This design comes from an exercise in tuning for small area and a short achievable clock period on the open sky130 flow, not from production work.
Only simulation tests tie the RTL to the original design; equivalence was not proved.
Power is estimated from default activity; no workload was simulated.

==> pepper <==
==> flow/design.v <==
module trysim(input i_clk, input i_rst, input i_cfg_we, input [4:0] i_cfg_idx, input [3:0] i_cfg_vel,
              output o2,o3,o4,o5,o6,o7,o8,o9,o10,o11,o12,o13,o14,o15,o16,o17,o18,o19,o20,o21);
localparam N = 30;
localparam W = 12;
reg [W-1:0] pos [0:N-1];     
reg [3:0]   vel [0:N-1];
reg [5:0]   ctr;             
reg         stopp;
reg [20:1]  occ;
wire [W-1:0] c  [0:N-1];
wire [W-1:0] u  [0:N-1];
wire [3:0]   nv [0:N-1];
wire [N-1:0] zero;
wire [N-1:0] eq;             
genvar i, k;
generate
for (i = 0; i < N; i = i + 1) begin : car
	wire notent = !stopp && (ctr < 2*i);
	wire enter  = !stopp && (ctr == 2*i);
	wire [3:0] vm = stopp ? 4'd0 : vel[i];
	wire [W-1:0] s = pos[i] + {8'd0, vm};
	wire wrap = s[W-1] && (s[W-2:0] >= i);
	wire [W-1:0] mv = {s[W-1] & ~wrap, s[W-2:0]};
	assign c[i] = notent ? i : enter ? i + 1 : mv;
	wire [N:i+1] ge;
	wire [N:i+1] g;
	for (k = i + 1; k <= N; k = k + 1) begin : th
		assign ge[k] = (c[i] >= k);
		if (i == 0) begin : g0
			assign g[k] = ge[k];
		end else begin : gn
			assign g[k] = ge[k] & (zero[i-1] | car[i-1].g[k]);
		end
	end
	assign zero[i] = ~g[i+1];
	if (i == 0) begin : r0
		assign u[i]  = c[i];
		assign nv[i] = vel[i];
		assign eq[i] = 1'b0;
	end else begin : rn
		wire [W:0] sa, sb;   
		assign sa[W] = zero[i-1];
		assign sb[W] = 1'b0;
		for (k = W - 1; k >= 0; k = k - 1) begin : bt
			wire a = c[i][k];
			wire b = u[i-1][k];
			assign u[i][k] = (a | sb[k+1]) & (b | sa[k+1]);
			assign sa[k] = sa[k+1] | (~sb[k+1] & ~a & b);
			assign sb[k] = sb[k+1] | (~sa[k+1] & a & ~b);
		end
		assign nv[i] = sb[0] ? nv[i-1] : vel[i];
		assign eq[i] = ~sa[0];
	end
end
endgenerate
wire [20:1] hit [0:N-1];
wire [N-1:0] jam;
generate
for (i = 0; i < N; i = i + 1) begin : res
	for (k = 1; k <= 20; k = k + 1) begin : dec
		assign hit[i][k] = (u[i] == i + k);
	end
	if (i >= 3) begin : jm
		assign jam[i] = eq[i] & eq[i-1] & eq[i-2] & ~zero[i] & (u[i] <= i + 16);
	end else begin : nj
		assign jam[i] = 1'b0;
	end
	always @(posedge i_clk) begin
		pos[i] <= u[i];
		if (i_rst) begin
			if (i_cfg_we && i_cfg_idx == i) vel[i] <= i_cfg_vel;
		end else begin
			vel[i] <= nv[i];
		end
	end
end
endgenerate
reg [20:1] any;
integer j;
always @* begin
	any = 20'd0;
	for (j = 0; j < N; j = j + 1) any = any | hit[j];
end
always @(posedge i_clk) begin
	if (i_rst) begin
		ctr <= 6'd0;
		stopp <= 1'b0;
		occ <= 20'd0;
	end else begin
		if (ctr != 6'd63) ctr <= ctr + 6'd1;
		stopp <= |jam;
		occ <= any;
	end
end
assign {o21,o20,o19,o18,o17,o16,o15,o14,o13,o12,o11,o10,o9,o8,o7,o6,o5,o4,o3,o2} = occ;
endmodule
==> flow/run.sh <==
#!/bin/bash
# synth_recipe.tcl (not shown) runs the flow's synth.tcl, then flattens the netlist and writes it again
# the make line also repeats each setting of config.mk as NAME=value (left out here)
make -C /OpenROAD-flow-scripts/flow DESIGN_CONFIG=/design/flow/config.mk WORK_HOME=/design/flow/orfs CLKGATE_MAP_FILE= SYNTH_SCRIPT=/design/flow/synth_recipe.tcl finish
==> flow/config.mk <==
export PLATFORM = sky130hd
export DESIGN_NAME = trysim
export DESIGN_NICKNAME = trysim
export VERILOG_FILES = /design/flow/design.v
export SDC_FILE = /design/flow/constraint.sdc
export NUM_CORES = 4
export LEC_CHECK = 0
export ABC_AREA = 1
export CAP_MARGIN = 20
export CORE_MARGIN = 2
export CORE_UTILIZATION = 40
export PLACE_DENSITY = 0.6
export SLEW_MARGIN = 20
==> flow/constraint.sdc <==
create_clock -name core_clock -period 65.0 [get_ports {i_clk}]
set_input_delay 13.0000 -clock core_clock [delete_from_list [all_inputs] [get_ports {i_clk}]]
set_output_delay 13.0000 -clock core_clock [all_outputs]
set_load 0.01 [all_outputs]
==> lagoon: changes against pepper <==
==> flow/design.v, changed modules only <==
module trysim(input i_clk, input i_rst, input i_cfg_we, input [4:0] i_cfg_idx, input [3:0] i_cfg_vel,
              output o2,o3,o4,o5,o6,o7,o8,o9,o10,o11,o12,o13,o14,o15,o16,o17,o18,o19,o20,o21);
localparam N = 30;
localparam W = 12;
reg [W-1:0] pos [0:N-1];     
reg [3:0]   vel [0:N-1];
reg [5:0]   ctr;             
reg         stopp;
reg [20:1]  occ;
wire [W-1:0] c  [0:N-1];
wire [W-1:0] u  [0:N-1];
wire [3:0]   nv [0:N-1];
wire [N-1:0] zero;
wire [N-1:0] eq;
wire [3:0]   ve [0:N-1];    
reg         wq;              
reg [4:0]   iq;
reg [3:0]   vq;
wire [N-1:0] cp;             
genvar i, k;
generate
for (i = 0; i < N; i = i + 1) begin : car
	wire notent = (ctr < 2*i);
	wire enter  = (ctr == 2*i);
	wire move   = !notent && !enter;
	wire [3:0] vm = ve[i];
	wire [5:0] lo = {1'b0, pos[i][4:0]} + {2'b00, vm};
	wire [6:0] hi = pos[i][W-1:5];
	wire       k5 = lo[5];
	wire [W-1:0] s = {hi + {6'd0, k5}, lo[4:0]};
	wire hz = (hi == 7'd0) && !k5;                               
	wire hw = ((hi == 7'd64) && !k5) || ((hi == 7'd63) && k5);    
	wire loi = (lo[4:0] >= i);
	wire wrap = s[W-1] && !(hw && !loi);
	wire [W-1:0] mv = {s[W-1] & ~wrap, s[W-2:0]};
	assign c[i] = notent ? i : enter ? i + 1 : mv;
	wire sml = hz || (hw && loi);
	wire [N:i+1] ge;
	wire [N:i+1] g;
	for (k = i + 1; k <= N; k = k + 1) begin : th
		if (k == i + 1) begin : ent
			assign ge[k] = enter || (move && (!sml || lo[4:0] >= k));
		end else begin : mov
			assign ge[k] = move && (!sml || lo[4:0] >= k);
		end
		if (i == 0) begin : g0
			assign g[k] = ge[k];
		end else begin : gn
			assign g[k] = ge[k] & (zero[i-1] | car[i-1].g[k]);
		end
	end
	assign zero[i] = ~g[i+1];
	if (i == 0) begin : r0
		assign u[i]  = c[i];
		assign nv[i] = ve[i];
		assign cp[i] = 1'b0;
		assign eq[i] = 1'b0;
	end else begin : rn
		wire [W:0] sa, sb;   
		assign sa[W] = zero[i-1];
		assign sb[W] = 1'b0;
		for (k = W - 1; k >= 0; k = k - 1) begin : bt
			wire a = c[i][k];
			wire b = u[i-1][k];
			assign u[i][k] = (a | sb[k+1]) & (b | sa[k+1]);
			assign sa[k] = sa[k+1] | (b & ~u[i][k]);
			assign sb[k] = sb[k+1] | (a & ~u[i][k]);
		end
		assign cp[i] = sb[0];
		assign nv[i] = sb[0] ? nv[i-1] : ve[i];
		assign eq[i] = ~sa[0];
	end
end
endgenerate
wire [20:1] hit [0:N-1];
wire [N-1:0] jam;
generate
for (i = 0; i < N; i = i + 1) begin : res
	wire hz6 = (u[i][W-1:6] == 0);
	wire [7:0] ah, bl;
	for (k = 0; k < 8; k = k + 1) begin : pd
		assign ah[k] = hz6 && (u[i][5:3] == k);
		assign bl[k] = (u[i][2:0] == k);
	end
	for (k = 1; k <= 20; k = k + 1) begin : dec
		assign hit[i][k] = ah[(i + k) >> 3] & bl[(i + k) & 7];
	end
	if (i >= 3) begin : jm
		assign jam[i] = eq[i] & eq[i-1] & eq[i-2] & (|hit[i][16:1]);
	end else begin : nj
		assign jam[i] = 1'b0;
	end
	assign ve[i] = (wq && iq == i) ? vq : vel[i];
	always @(posedge i_clk) begin
		pos[i] <= u[i];
		if (!i_rst && !stopp && cp[i]) begin
			vel[i] <= nv[(i == 0) ? 0 : i - 1];
		end else begin
			vel[i] <= ve[i];
		end
	end
end
endgenerate
reg [20:1] any;
integer j;
always @* begin
	any = 20'd0;
	for (j = 0; j < N; j = j + 1) any = any | hit[j];
end
always @(posedge i_clk) begin
	wq <= i_rst && i_cfg_we;
	iq <= i_cfg_idx;
	vq <= i_cfg_vel;
	if (i_rst) begin
		ctr <= 6'd0;
		stopp <= 1'b0;
		occ <= 20'd0;
	end else begin
		if (ctr != 6'd63) ctr <= ctr + 6'd1;
		if (!stopp) begin
			stopp <= |jam;
			occ <= any;
		end
	end
end
assign {o21,o20,o19,o18,o17,o16,o15,o14,o13,o12,o11,o10,o9,o8,o7,o6,o5,o4,o3,o2} = occ;
endmodule
- CORE_UTILIZATION: 40 -> 60
- PLACE_DENSITY: 0.6 -> 0.72
==> xenon: changes against pepper <==
==> flow/design.v, changed modules only <==
module trysim(input i_clk, input i_rst, input i_cfg_we, input [4:0] i_cfg_idx, input [3:0] i_cfg_vel,
              output o2,o3,o4,o5,o6,o7,o8,o9,o10,o11,o12,o13,o14,o15,o16,o17,o18,o19,o20,o21);
parameter dim = 20;
parameter step = 2;
parameter t = 200;
reg [2:0] b21,b2,b3,b4,b5,b6,b7,b8,b9,b10,b11,b12,b13,b14,b15,b16,b17,b18,b19,b20;
reg [3:0] vel [0:99];
reg [10:0] tim;
reg [10:0] pos [0:99];
reg [1:0] ans [0:99];
integer ctr;
integer i;
reg [1:0] stopp;
integer l;
always @(posedge i_clk) begin
	if (i_rst) begin
		for (i = 0; i < 30; i = i + 1) begin
			if (i_cfg_we && i_cfg_idx == i) begin
				vel[i] <= i_cfg_vel;
			end
			pos[i] <= 0;
		end
		ctr <= 0;
		stopp <= 2'b00;
		b2 <= 0; b3 <= 0; b4 <= 0; b5 <= 0; b6 <= 0; b7 <= 0; b8 <= 0; b9 <= 0; b10 <= 0; b11 <= 0;
		b12 <= 0; b13 <= 0; b14 <= 0; b15 <= 0; b16 <= 0; b17 <= 0; b18 <= 0; b19 <= 0; b20 <= 0; b21 <= 0;
	end else if (stopp==2'b00) begin
			for (i = 0; i < 30; i = i + 1) begin
					tim = 2*i;  
					if (ctr < tim) begin
						pos[i] = 0;
					end 
					if (ctr == tim) begin
							pos[i] = 11'b00000000001;
					end
					if (ctr > tim) begin
							pos[i] = pos[i] + vel[i];
					end
			end
		  for (i = 1; i < 30; i = i + 1) begin
				if ((pos[i] != 0) && (pos[i-1] != 0) && (pos[i] >= pos[i-1])) begin
					 pos[i] = pos[i-1] - 1;
					 vel[i] = vel[i-1];
				 end
		  end
		  for (l = 0; l < dim +1; l = l + 1) begin
				ans[l]=0;
			end
		  for (l = 1; l < dim+1 ; l = l + 1) begin
				for (i = 0; i < 30; i = i + 1) begin
					 if (l == pos[i] ) begin
						  ans[l] = 3'b001;
					 end
				end
		  end
		  for (i = 3; i < 30; i = i + 1) begin
				if ((pos[i] != 0) && (pos[i-3] < dim) && (pos[i] == pos[i-1] - 1) && (pos[i-1] == pos[i-2] - 1) && (pos[i-2] == pos[i-3] - 1)) begin
					 stopp = 2'b01;
				 end
		  end
			ctr <= ctr + 1;
	b2 <= ans[1];
	b3 <= ans[2];
	b4 <= ans[3];
	b5 <= ans[4];
	b6 <= ans[5];
	b7 <= ans[6];
	b8 <= ans[7];
	b9 <= ans[8];
	b10 <= ans[9];
	b11 <= ans[10];
	b12 <= ans[11];
	b13 <= ans[12];
	b14 <= ans[13];
	b15 <= ans[14];
	b16 <= ans[15];
	b17 <= ans[16];
	b18 <= ans[17];
	b19 <= ans[18];
	b20 <= ans[19];
	b21 <= ans[20];
end
end
	assign o2 = b2;
	assign o3 = b3;
	assign o4 = b4;
	assign o5 = b5;
	assign o6 = b6;
	assign o7 = b7;
	assign o8 = b8;
	assign o9 = b9;
	assign o10 = b10;
	assign o11 = b11;
	assign o12 = b12;
	assign o13 = b13;
	assign o14 = b14;
	assign o15 = b15;
	assign o16 = b16;
	assign o17 = b17;
	assign o18 = b18;
	assign o19 = b19;
	assign o20 = b20;
	assign o21 = b21;
endmodule
- ABC_AREA: 1 -> not set
==> comparison table <==
metric	xenon	lagoon	pepper
Result of the run	no timing/DRC/antenna violations	no timing/DRC/antenna violations	no timing/DRC/antenna violations
Routed wire length	322,200 um	208,600 um	231,200 um
Clock network power	0.433 mW	0.397 mW	0.424 mW
Remaining max-slew budget at the tightest pin	0.1725	0.1973	0.2388
Maximum number of pins on one net before global-route repair	130	30	85
Internal power consumption	0.6849 mW	0.6636 mW	0.6668 mW
Switching pwr	0.4000 mW	0.4083 mW	0.3912 mW
Slowest stage cell, crit path	sky130_fd_sc_hd__or4_4	sky130_fd_sc_hd__a21oi_2	sky130_fd_sc_hd__a21oi_2
Vert. Die Dim	431.8 um	307.6 um	382.9 um
Via density per instance	6.298	6.051	5.411
Largest register FFs	330	359	359
Sequential cell count	503	516	506
Final worst-path cycle share	0.9605	0.2609	0.2668
Share of synthesized cell area in full adder, half adder and majority cells	0.09497	0.05249	0.03725
Mean Syn Cell Area	7.414 um2	5.666 um2	5.718 um2

static timing again, ports no longer ideal:
In the flow no input, the clock included, has a driving cell. The finished layouts below were timed again as built, in two steps. Step 1 (the two cells are an assumption about what drives the block):
set clk [get_ports {i_clk}]
set_driving_cell -lib_cell sky130_fd_sc_hd__clkbuf_16 $clk
set_driving_cell -lib_cell sky130_fd_sc_hd__buf_2 [delete_from_list [all_inputs] $clk]
Step 2, shift: input delay + t, output delay - t, t = (earliest + latest rising clock arrival at the registers) / 2. This alone moves slack from input paths to output paths. Slacks: ideal / step 1 / step 2; pairs: ideal / step 1.
run | t (ns) | setup WS [ns] | worst hold slack (ns) | worst setup path after step 2 | worst data-port slew with drivers (ns)
pepper | 0.764 | 47.659 / 47.659 / 47.659 | 0.527 / 0.527 / 0.527 | register to register | 0.14
lagoon | 0.727 | 48.044 / 48.044 / 48.044 | 0.547 / 0.547 / 0.547 | register to register | 0.05
xenon | 0.812 | 2.568 / 2.568 / 2.568 | 0.459 / 0.459 / 0.459 | register to register | 0.17
After both steps every run listed still meets setup and hold.
